Background: an optimization exercise with open tools, aiming at small area and a short achievable clock period. Do not read the settings as production practice. At most, simulation tests tie the RTL to the original design; equivalence was not proved. No driver is modelled on the clock port, so clock power and skew are understated where the tree is cut down; a real chip needs a root buffer or a tree. No activity file was given, so power comes from the tool's default toggle rates.

Design wallace_multiplier_16bit, start of the top module:
module wallace_multiplier_16bit(
    input  wire        clk,
    input  wire        rst,
    input  wire [15:0] multiplicand,
    input  wire [15:0] multiplier,
    output reg  [31:0] result
);
For scale: about 1100 cells after synthesis, ~0.014 mm^2 of cells after synthesis.
==> flow/config.mk <==
export PLATFORM = sky130hd
export DESIGN_NAME = wallace_multiplier_16bit
export DESIGN_NICKNAME = wallace_multiplier_16bit
export VERILOG_FILES = /design/flow/design.v
export SDC_FILE = /design/flow/constraint.sdc
export NUM_CORES = 4
export LEC_CHECK = 0
export CAP_MARGIN = 20
export CORE_MARGIN = 2
export CORE_UTILIZATION = 60
export CTS_BUF_LIST = sky130_fd_sc_hd__clkbuf_4 sky130_fd_sc_hd__clkbuf_8
export CTS_CLUSTER_DIAMETER = 50
export CTS_CLUSTER_SIZE = 12
export SETUP_SLACK_MARGIN = 1.15
export SLEW_MARGIN = 20
export SYNTH_HIERARCHICAL = 1
export SYNTH_MINIMUM_KEEP_SIZE = 0
==> flow/constraint.sdc <==
create_clock -name core_clock -period 3.0 [get_ports {clk}]
set_input_delay 0.6000 -clock core_clock [delete_from_list [all_inputs] [get_ports {clk}]]
set_output_delay 0.6000 -clock core_clock [all_outputs]
set_load 0.01 [all_outputs]
standard.sh (not shown) runs the stock make flow with config.mk's settings and CLKGATE_MAP_FILE= SYNTH_SCRIPT=/design/flow/synth_recipe.tcl, a recipe that flattens the netlist after the stock synthesis.
==> flow/flow/run.sh <==
#!/bin/bash
# Standard ORFS layout (the standard.sh) with two changes:
#  - plain buf_1 cells as the port buffers (buffer_ports picks delay cells by default);
#  - clock tree synthesis without dummy load cells.
set -euo pipefail
export BUFFER_PORTS_ARGS="-buffer_cell sky130_fd_sc_hd__buf_1"
export CTS_ARGS="-sink_clustering_enable -repair_clock_nets -dont_use_dummy_load -sink_clustering_size 12 -sink_clustering_max_diameter 50 -buf_list {sky130_fd_sc_hd__clkbuf_4 sky130_fd_sc_hd__clkbuf_8}"
bash standard.sh > standard_flow.log 2>&1
The starting point completed with no timing, DRC or antenna violations.
Next try:
--- a/flow/flow/run.sh
+++ b/flow/flow/run.sh
@@ -2 +2 @@
-# Standard ORFS layout (the standard.sh) with two changes:
+# Standard ORFS layout (the standard.sh) with these changes:
@@ -4 +4,2 @@
-#  - clock tree synthesis without dummy load cells.
+#  - clock tree synthesis without dummy load cells;
+#  - timing repair only after global routing, with a setup margin.
@@ -8 +9,2 @@
-bash standard.sh > standard_flow.log 2>&1
+SKIP_CTS_REPAIR_TIMING=1 SETUP_SLACK_MARGIN=0 bash standard.sh cts > standard_to_cts.log 2>&1
+SETUP_SLACK_MARGIN=1.3 bash standard.sh > standard_finish.log 2>&1
- SETUP_SLACK_MARGIN: 1.15 -> default
Outcome: The changed run finished with timing, DRC and antenna clean. Total power rose by a few percent. Global-route usage rose by 0.40 points. First-iteration DRC count rises by a quarter to a third. Area after synthesis is unchanged. Flip-flop and latch count is unchanged. Die area does not change. Cell count grows by a little under a tenth.


Another version of the RTL of wallace_multiplier_16bit (not shown whole).
Size: about 66 I/O pins, roughly 13000 µm² of cells after synthesis.
Settings: LEC_CHECK=0, CAP_MARGIN=20, CORE_MARGIN=2, CORE_UTILIZATION=60, CTS_BUF_LIST=sky130_fd_sc_hd__clkbuf_4 sky130_fd_sc_hd__clkbuf_8, CTS_CLUSTER_DIAMETER=50, CTS_CLUSTER_SIZE=12, SLEW_MARGIN=20, SYNTH_HIERARCHICAL=1, SYNTH_MINIMUM_KEEP_SIZE=0; clock period 3.0 ns.
==> flow/flow/run.sh <==
#!/bin/bash
# Standard ORFS layout (the standard.sh) with these changes:
#  - plain buf_1 cells as the port buffers (buffer_ports picks delay cells by default);
#  - clock tree synthesis without dummy load cells;
set -euo pipefail
export BUFFER_PORTS_ARGS="-buffer_cell sky130_fd_sc_hd__buf_1"
export CTS_ARGS="-sink_clustering_enable -repair_clock_nets -dont_use_dummy_load -sink_clustering_size 12 -sink_clustering_max_diameter 50 -buf_list {sky130_fd_sc_hd__clkbuf_4 sky130_fd_sc_hd__clkbuf_8}"
SKIP_CTS_REPAIR_TIMING=1 SETUP_SLACK_MARGIN=0 bash standard.sh cts > standard_to_cts.log 2>&1
RES=orfs/results/${FLOW_PLATFORM:-sky130hd}/wallace_multiplier_16bit/base R5_MODE=none \
  openroad -no_init -exit flow/skew.tcl > skew.log 2>&1
SETUP_SLACK_MARGIN=1.22 bash standard.sh > standard_finish.log 2>&1
==> flow/flow/skew.tcl <==
proc insts_matching {pats} {
  set r {}
  foreach i [[ord::get_db_block] getInsts] {
    if {[$i findITerm CLK] eq "NULL"} continue
    foreach p $pats { if {[string match $p [$i getName]]} { lappend r $i; break } }
  }
  return $r
}
proc clk_net_of {inst} { return [[[$inst findITerm CLK] getNet] getName] }
proc busiest_net {insts} {
  set cnt [dict create]
  foreach i $insts { dict incr cnt [clk_net_of $i] }
  set best ""; set bn 0
  dict for {k v} $cnt { if {$v > $bn} { set best $k; set bn $v } }
  return $best
}
proc regroup {name insts src_net cells} {
  # a chain of the given buffer cells from src_net to the clock pins of insts
  set block [ord::get_db_block]
  set sx 0; set sy 0
  foreach i $insts {
    set b [$i getBBox]
    set sx [expr {$sx + ([$b xMin] + [$b xMax]) / 2}]
    set sy [expr {$sy + ([$b yMin] + [$b yMax]) / 2}]
  }
  set n [llength $insts]
  set x [expr {$sx / $n}]; set y [expr {$sy / $n}]
  set prev [$block findNet $src_net]
  set k 0
  foreach cell $cells {
    set inst [odb::dbInst_create $block [[ord::get_db] findMaster $cell] ${name}_$k]
    set net [odb::dbNet_create $block ${name}_${k}_net]
    $net setSigType CLOCK
    [$inst findITerm A] connect $prev
    [$inst findITerm X] connect $net
    $inst setLocation $x $y
    $inst setPlacementStatus PLACED
    set prev $net
    incr k
  }
  set old {}
  foreach i $insts {
    set it [$i findITerm CLK]
    lappend old [[$it getNet] getName]
    $it disconnect
    $it connect $prev
  }
  # drop clock buffers left without loads
  foreach on [lsort -unique $old] {
    set cn [$block findNet $on]
    if {$cn eq "NULL"} continue
    set loads 0
    foreach it [$cn getITerms] { if {[$it isInputSignal]} { incr loads } }
    if {$loads == 0} {
      foreach it [$cn getITerms] { odb::dbInst_destroy [$it getInst] }
      odb::dbNet_destroy $cn
      puts "removed clock net $on, left without loads"
    }
  }
  puts "$name: $cells drive $n clock pins from $src_net"
}
proc driver_input_net {netname} {
  # the net at the input of the buffer that drives netname
  foreach it [[[ord::get_db_block] findNet $netname] getITerms] {
    if {[$it isOutputSignal]} { return [[[[$it getInst] findITerm A] getNet] getName] }
  }
  return ""
}
proc halves_by_x {insts} {
  set l {}
  foreach i $insts { lappend l [list [[$i getBBox] xMin] $i] }
  set l [lsort -integer -index 0 $l]
  set h [expr {[llength $l] / 2}]
  set a {}; set b {}
  foreach e [lrange $l 0 [expr {$h - 1}]] { lappend a [lindex $e 1] }
  foreach e [lrange $l $h end] { lappend b [lindex $e 1] }
  return [list $a $b]
}
proc apply_skew {r5_mode} {
  lassign [halves_by_x [insts_matching {q1_*}]] a b
  regroup ckskew_r1a $a clk sky130_fd_sc_hd__clkbuf_16
  regroup ckskew_r1b $b clk sky130_fd_sc_hd__clkbuf_16
  set r5 [insts_matching {result* vld_n*}]
  set leaf [busiest_net $r5]
  if {$r5_mode eq "leaf"} {
    regroup ckskew_r5 $r5 $leaf sky130_fd_sc_hd__clkbuf_16
  } elseif {$r5_mode eq "mid"} {
    regroup ckskew_r5 $r5 [driver_input_net $leaf] {sky130_fd_sc_hd__clkbuf_2 sky130_fd_sc_hd__clkbuf_16}
  }
}

set res $::env(RES)
read_db $res/4_cts.odb
apply_skew $::env(R5_MODE)
detailed_placement
check_placement
write_db $res/4_cts.odb
The baseline ran to the end with no violations.
Rerun with:
--- a/flow/flow/run.sh
+++ b/flow/flow/run.sh
@@ -7,5 +7,5 @@
 export CTS_ARGS="-sink_clustering_enable -repair_clock_nets -dont_use_dummy_load -sink_clustering_size 12 -sink_clustering_max_diameter 50 -buf_list {sky130_fd_sc_hd__clkbuf_4 sky130_fd_sc_hd__clkbuf_8}"
 SKIP_CTS_REPAIR_TIMING=1 SETUP_SLACK_MARGIN=0 bash standard.sh cts > standard_to_cts.log 2>&1
-RES=orfs/results/${FLOW_PLATFORM:-sky130hd}/wallace_multiplier_16bit/base R5_MODE=none \
+RES=orfs/results/${FLOW_PLATFORM:-sky130hd}/wallace_multiplier_16bit/base R5_MODE=mid \
   openroad -no_init -exit flow/skew.tcl > skew.log 2>&1
-SETUP_SLACK_MARGIN=1.22 bash standard.sh > standard_finish.log 2>&1
+SETUP_SLACK_MARGIN=1.3 bash standard.sh > standard_finish.log 2>&1
--- a/flow/flow/skew.tcl
+++ b/flow/flow/skew.tcl
@@ -86,5 +86,5 @@
     regroup ckskew_r5 $r5 $leaf sky130_fd_sc_hd__clkbuf_16
   } elseif {$r5_mode eq "mid"} {
-    regroup ckskew_r5 $r5 [driver_input_net $leaf] {sky130_fd_sc_hd__clkbuf_2 sky130_fd_sc_hd__clkbuf_16}
+    regroup ckskew_r5 $r5 [driver_input_net $leaf] sky130_fd_sc_hd__clkbuf_16
   }
 }
Die area stays the same.
Design area increases by about 1.4%.
Routed wire length increases by 1.4%.
Worst setup slack gets better by 0.062 ns.
Rerun with:
--- a/flow/flow/run.sh
+++ b/flow/flow/run.sh
@@ -7,5 +7,5 @@
 export CTS_ARGS="-sink_clustering_enable -repair_clock_nets -dont_use_dummy_load -sink_clustering_size 12 -sink_clustering_max_diameter 50 -buf_list {sky130_fd_sc_hd__clkbuf_4 sky130_fd_sc_hd__clkbuf_8}"
 SKIP_CTS_REPAIR_TIMING=1 SETUP_SLACK_MARGIN=0 bash standard.sh cts > standard_to_cts.log 2>&1
-RES=orfs/results/${FLOW_PLATFORM:-sky130hd}/wallace_multiplier_16bit/base R5_MODE=mid \
+RES=orfs/results/${FLOW_PLATFORM:-sky130hd}/wallace_multiplier_16bit/base R5_MODE=none \
   openroad -no_init -exit flow/skew.tcl > skew.log 2>&1
-SETUP_SLACK_MARGIN=1.3 bash standard.sh > standard_finish.log 2>&1
+SETUP_SLACK_MARGIN=1.4 bash standard.sh > standard_finish.log 2>&1
--- a/flow/flow/skew.tcl
+++ b/flow/flow/skew.tcl
@@ -86,5 +86,5 @@
     regroup ckskew_r5 $r5 $leaf sky130_fd_sc_hd__clkbuf_16
   } elseif {$r5_mode eq "mid"} {
-    regroup ckskew_r5 $r5 [driver_input_net $leaf] sky130_fd_sc_hd__clkbuf_16
+    regroup ckskew_r5 $r5 [driver_input_net $leaf] {sky130_fd_sc_hd__clkbuf_2 sky130_fd_sc_hd__clkbuf_16}
   }
 }
Effect:
- final area went up by a few percent
- clock power went down by a few percent
- count of clock-buffer cells in the layout does not change
- die area is unchanged
- total power went up slightly
Rerun with:
--- a/flow/flow/run.sh
+++ b/flow/flow/run.sh
@@ -9,3 +9,3 @@
 RES=orfs/results/${FLOW_PLATFORM:-sky130hd}/wallace_multiplier_16bit/base R5_MODE=none \
   openroad -no_init -exit flow/skew.tcl > skew.log 2>&1
-SETUP_SLACK_MARGIN=1.4 bash standard.sh > standard_finish.log 2>&1
+SETUP_SLACK_MARGIN=1.15 bash standard.sh > standard_finish.log 2>&1
Result: Via count drops by 3.7%; worst hold slack improved by 0.0031 ns; final area drops by 4.1%; total power drops by 3.5%; count of clock-buffer cells in the layout is unchanged; core utilization drops by 2.8 points; global-route usage does not change; area after synthesis stays the same; non-clock buffer count drops by 44.
Rerun with:
--- a/flow/flow/run.sh
+++ b/flow/flow/run.sh
@@ -7,5 +7,5 @@
 export CTS_ARGS="-sink_clustering_enable -repair_clock_nets -dont_use_dummy_load -sink_clustering_size 12 -sink_clustering_max_diameter 50 -buf_list {sky130_fd_sc_hd__clkbuf_4 sky130_fd_sc_hd__clkbuf_8}"
 SKIP_CTS_REPAIR_TIMING=1 SETUP_SLACK_MARGIN=0 bash standard.sh cts > standard_to_cts.log 2>&1
-RES=orfs/results/${FLOW_PLATFORM:-sky130hd}/wallace_multiplier_16bit/base R5_MODE=none \
+RES=orfs/results/${FLOW_PLATFORM:-sky130hd}/wallace_multiplier_16bit/base R5_MODE=mid \
   openroad -no_init -exit flow/skew.tcl > skew.log 2>&1
-SETUP_SLACK_MARGIN=1.15 bash standard.sh > standard_finish.log 2>&1
+SETUP_SLACK_MARGIN=1.3 bash standard.sh > standard_finish.log 2>&1
--- a/flow/flow/skew.tcl
+++ b/flow/flow/skew.tcl
@@ -86,5 +86,5 @@
     regroup ckskew_r5 $r5 $leaf sky130_fd_sc_hd__clkbuf_16
   } elseif {$r5_mode eq "mid"} {
-    regroup ckskew_r5 $r5 [driver_input_net $leaf] {sky130_fd_sc_hd__clkbuf_2 sky130_fd_sc_hd__clkbuf_16}
+    regroup ckskew_r5 $r5 [driver_input_net $leaf] sky130_fd_sc_hd__clkbuf_16
   }
 }
Effect: Die area stays the same; setup slack improved by 0.083 ns; final area came out higher by 1.7%; total power came out higher by 2.8%.
Rerun with:
--- a/flow/flow/run.sh
+++ b/flow/flow/run.sh
@@ -7,5 +7,5 @@
 export CTS_ARGS="-sink_clustering_enable -repair_clock_nets -dont_use_dummy_load -sink_clustering_size 12 -sink_clustering_max_diameter 50 -buf_list {sky130_fd_sc_hd__clkbuf_4 sky130_fd_sc_hd__clkbuf_8}"
 SKIP_CTS_REPAIR_TIMING=1 SETUP_SLACK_MARGIN=0 bash standard.sh cts > standard_to_cts.log 2>&1
-RES=orfs/results/${FLOW_PLATFORM:-sky130hd}/wallace_multiplier_16bit/base R5_MODE=mid \
+RES=orfs/results/${FLOW_PLATFORM:-sky130hd}/wallace_multiplier_16bit/base R5_MODE=none \
   openroad -no_init -exit flow/skew.tcl > skew.log 2>&1
 SETUP_SLACK_MARGIN=1.3 bash standard.sh > standard_finish.log 2>&1
--- a/flow/flow/skew.tcl
+++ b/flow/flow/skew.tcl
@@ -86,5 +86,5 @@
     regroup ckskew_r5 $r5 $leaf sky130_fd_sc_hd__clkbuf_16
   } elseif {$r5_mode eq "mid"} {
-    regroup ckskew_r5 $r5 [driver_input_net $leaf] sky130_fd_sc_hd__clkbuf_16
+    regroup ckskew_r5 $r5 [driver_input_net $leaf] {sky130_fd_sc_hd__clkbuf_2 sky130_fd_sc_hd__clkbuf_16}
   }
 }
Combinational power is about the same; setup slack got worse by 0.020 ns; wire length barely changes; via count is about the same.


wallace_multiplier_16bit, a different RTL version from the one above (not shown whole).
Size in the first run: ~1000 cells after synthesis, ~66 I/O pins, roughly 13000 µm² of cells after synthesis.
==> flow/config.mk <==
export PLATFORM = sky130hd
export DESIGN_NAME = wallace_multiplier_16bit
export DESIGN_NICKNAME = wallace_multiplier_16bit
export VERILOG_FILES = /design/flow/design.v
export SDC_FILE = /design/flow/constraint.sdc
export NUM_CORES = 4
export LEC_CHECK = 0
export CAP_MARGIN = 20
export CORE_MARGIN = 2
export CORE_UTILIZATION = 60
export CTS_BUF_LIST = sky130_fd_sc_hd__clkbuf_4 sky130_fd_sc_hd__clkbuf_8
export CTS_CLUSTER_DIAMETER = 50
export CTS_CLUSTER_SIZE = 12
export SLEW_MARGIN = 20
export SYNTH_HIERARCHICAL = 1
export SYNTH_MINIMUM_KEEP_SIZE = 0
==> flow/constraint.sdc <==
create_clock -name core_clock -period 3.0 [get_ports {clk}]
set_input_delay 0.6000 -clock core_clock [delete_from_list [all_inputs] [get_ports {clk}]]
set_output_delay 0.6000 -clock core_clock [all_outputs]
set_load 0.01 [all_outputs]
==> flow/flow/run.sh <==
#!/bin/bash
# Standard ORFS layout (the standard.sh) with these changes:
#  - plain buf_1 cells as the port buffers (buffer_ports picks delay cells by default);
#  - clock tree synthesis without dummy load cells;
set -euo pipefail
export BUFFER_PORTS_ARGS="-buffer_cell sky130_fd_sc_hd__buf_1"
export CTS_ARGS="-sink_clustering_enable -repair_clock_nets -dont_use_dummy_load -sink_clustering_size 12 -sink_clustering_max_diameter 50 -buf_list {sky130_fd_sc_hd__clkbuf_4 sky130_fd_sc_hd__clkbuf_8}"
SKIP_CTS_REPAIR_TIMING=1 SETUP_SLACK_MARGIN=0 bash standard.sh cts > standard_to_cts.log 2>&1
RES=orfs/results/${FLOW_PLATFORM:-sky130hd}/wallace_multiplier_16bit/base R5_MODE=none \
  openroad -no_init -exit flow/skew.tcl > skew.log 2>&1
SETUP_SLACK_MARGIN=1.15 bash standard.sh > standard_finish.log 2>&1
Other scripts of this flow, unchanged in this note and not shown: flow/flow/skew.tcl
Then changed:
==> flow/flow/run.sh (replaced) <==
#!/bin/bash
set -euo pipefail
export BUFFER_PORTS_ARGS="-buffer_cell sky130_fd_sc_hd__buf_1"
export CTS_ARGS="-sink_clustering_enable -repair_clock_nets -dont_use_dummy_load -sink_clustering_size 12 -sink_clustering_max_diameter 50 -buf_list {sky130_fd_sc_hd__clkbuf_4 sky130_fd_sc_hd__clkbuf_8}"
bash standard.sh cts > standard_to_cts.log 2>&1
RES=orfs/results/${FLOW_PLATFORM:-sky130hd}/wallace_multiplier_16bit/base R5_MODE=none \
  openroad -no_init -exit flow/skew.tcl > skew.log 2>&1
bash standard.sh > standard_finish.log 2>&1
Settings changed: SETUP_SLACK_MARGIN set to 1.15.
Outcome: Critical path depth decreases by 1; worst setup slack loses 0.039 ns; non-clock buffer count increases by 37; wire length increases by 4.6%; power increases by 3.0%.
No functional check of the RTL was part of any run of this note.

-- separate check: timing with driven ports --
No port has a modelled driver above. Below, the same layouts with a new extraction and two added sets of constraints. Step 1 (the two cells are an assumption about what drives the block):
set clk [get_ports {clk}]
set_driving_cell -lib_cell sky130_fd_sc_hd__clkbuf_16 $clk
set_driving_cell -lib_cell sky130_fd_sc_hd__buf_2 [delete_from_list [all_inputs] $clk]
Step 2, shift: input delay + t, output delay - t, t = (earliest + latest rising clock arrival at the registers) / 2. This alone moves slack from input paths to output paths. a / b / c = ideal ports / drivers / drivers and shift; a / b = the first two.
run	shift t [ns]	setup WS [ns]	worst setup path at the end	clock arrival spread, ns	worst data-port slew with drivers (ns)
the first run of note 1	0.550	1.153 / 1.153 / 1.153	register to register	0.021 / 0.022	0.03
the second run of note 1	0.556	1.100 / 1.100 / 1.100	register to register	0.048 / 0.048	0.04
the first run of note 2	0.421	1.218 / 1.218 / 1.218	register to register	0.450 / 0.450	0.04
the second run of note 2	0.433	1.279 / 1.217 / 1.292	register to register	0.478 / 0.478	0.04
the third run of note 2	0.418	1.256 / 1.256 / 1.256	register to register	0.446 / 0.447	0.04
the fourth run of note 2	0.418	1.196 / 1.196 / 1.196	register to register	0.448 / 0.448	0.03
the fifth run of note 2	0.433	1.279 / 1.217 / 1.292	register to register	0.478 / 0.478	0.04
the sixth run of note 2	0.419	1.259 / 1.259 / 1.259	register to register	0.450 / 0.450	0.03
the first run of note 3	0.422	1.089 / 1.089 / 1.089	register to register	0.394 / 0.395	0.04
the second run of note 3	0.396	1.049 / 1.049 / 1.049	register to register	0.356 / 0.356	0.03
Clock arrivals are far apart in 8 of these runs, so t is only a midpoint there and step 2 fits no single register.
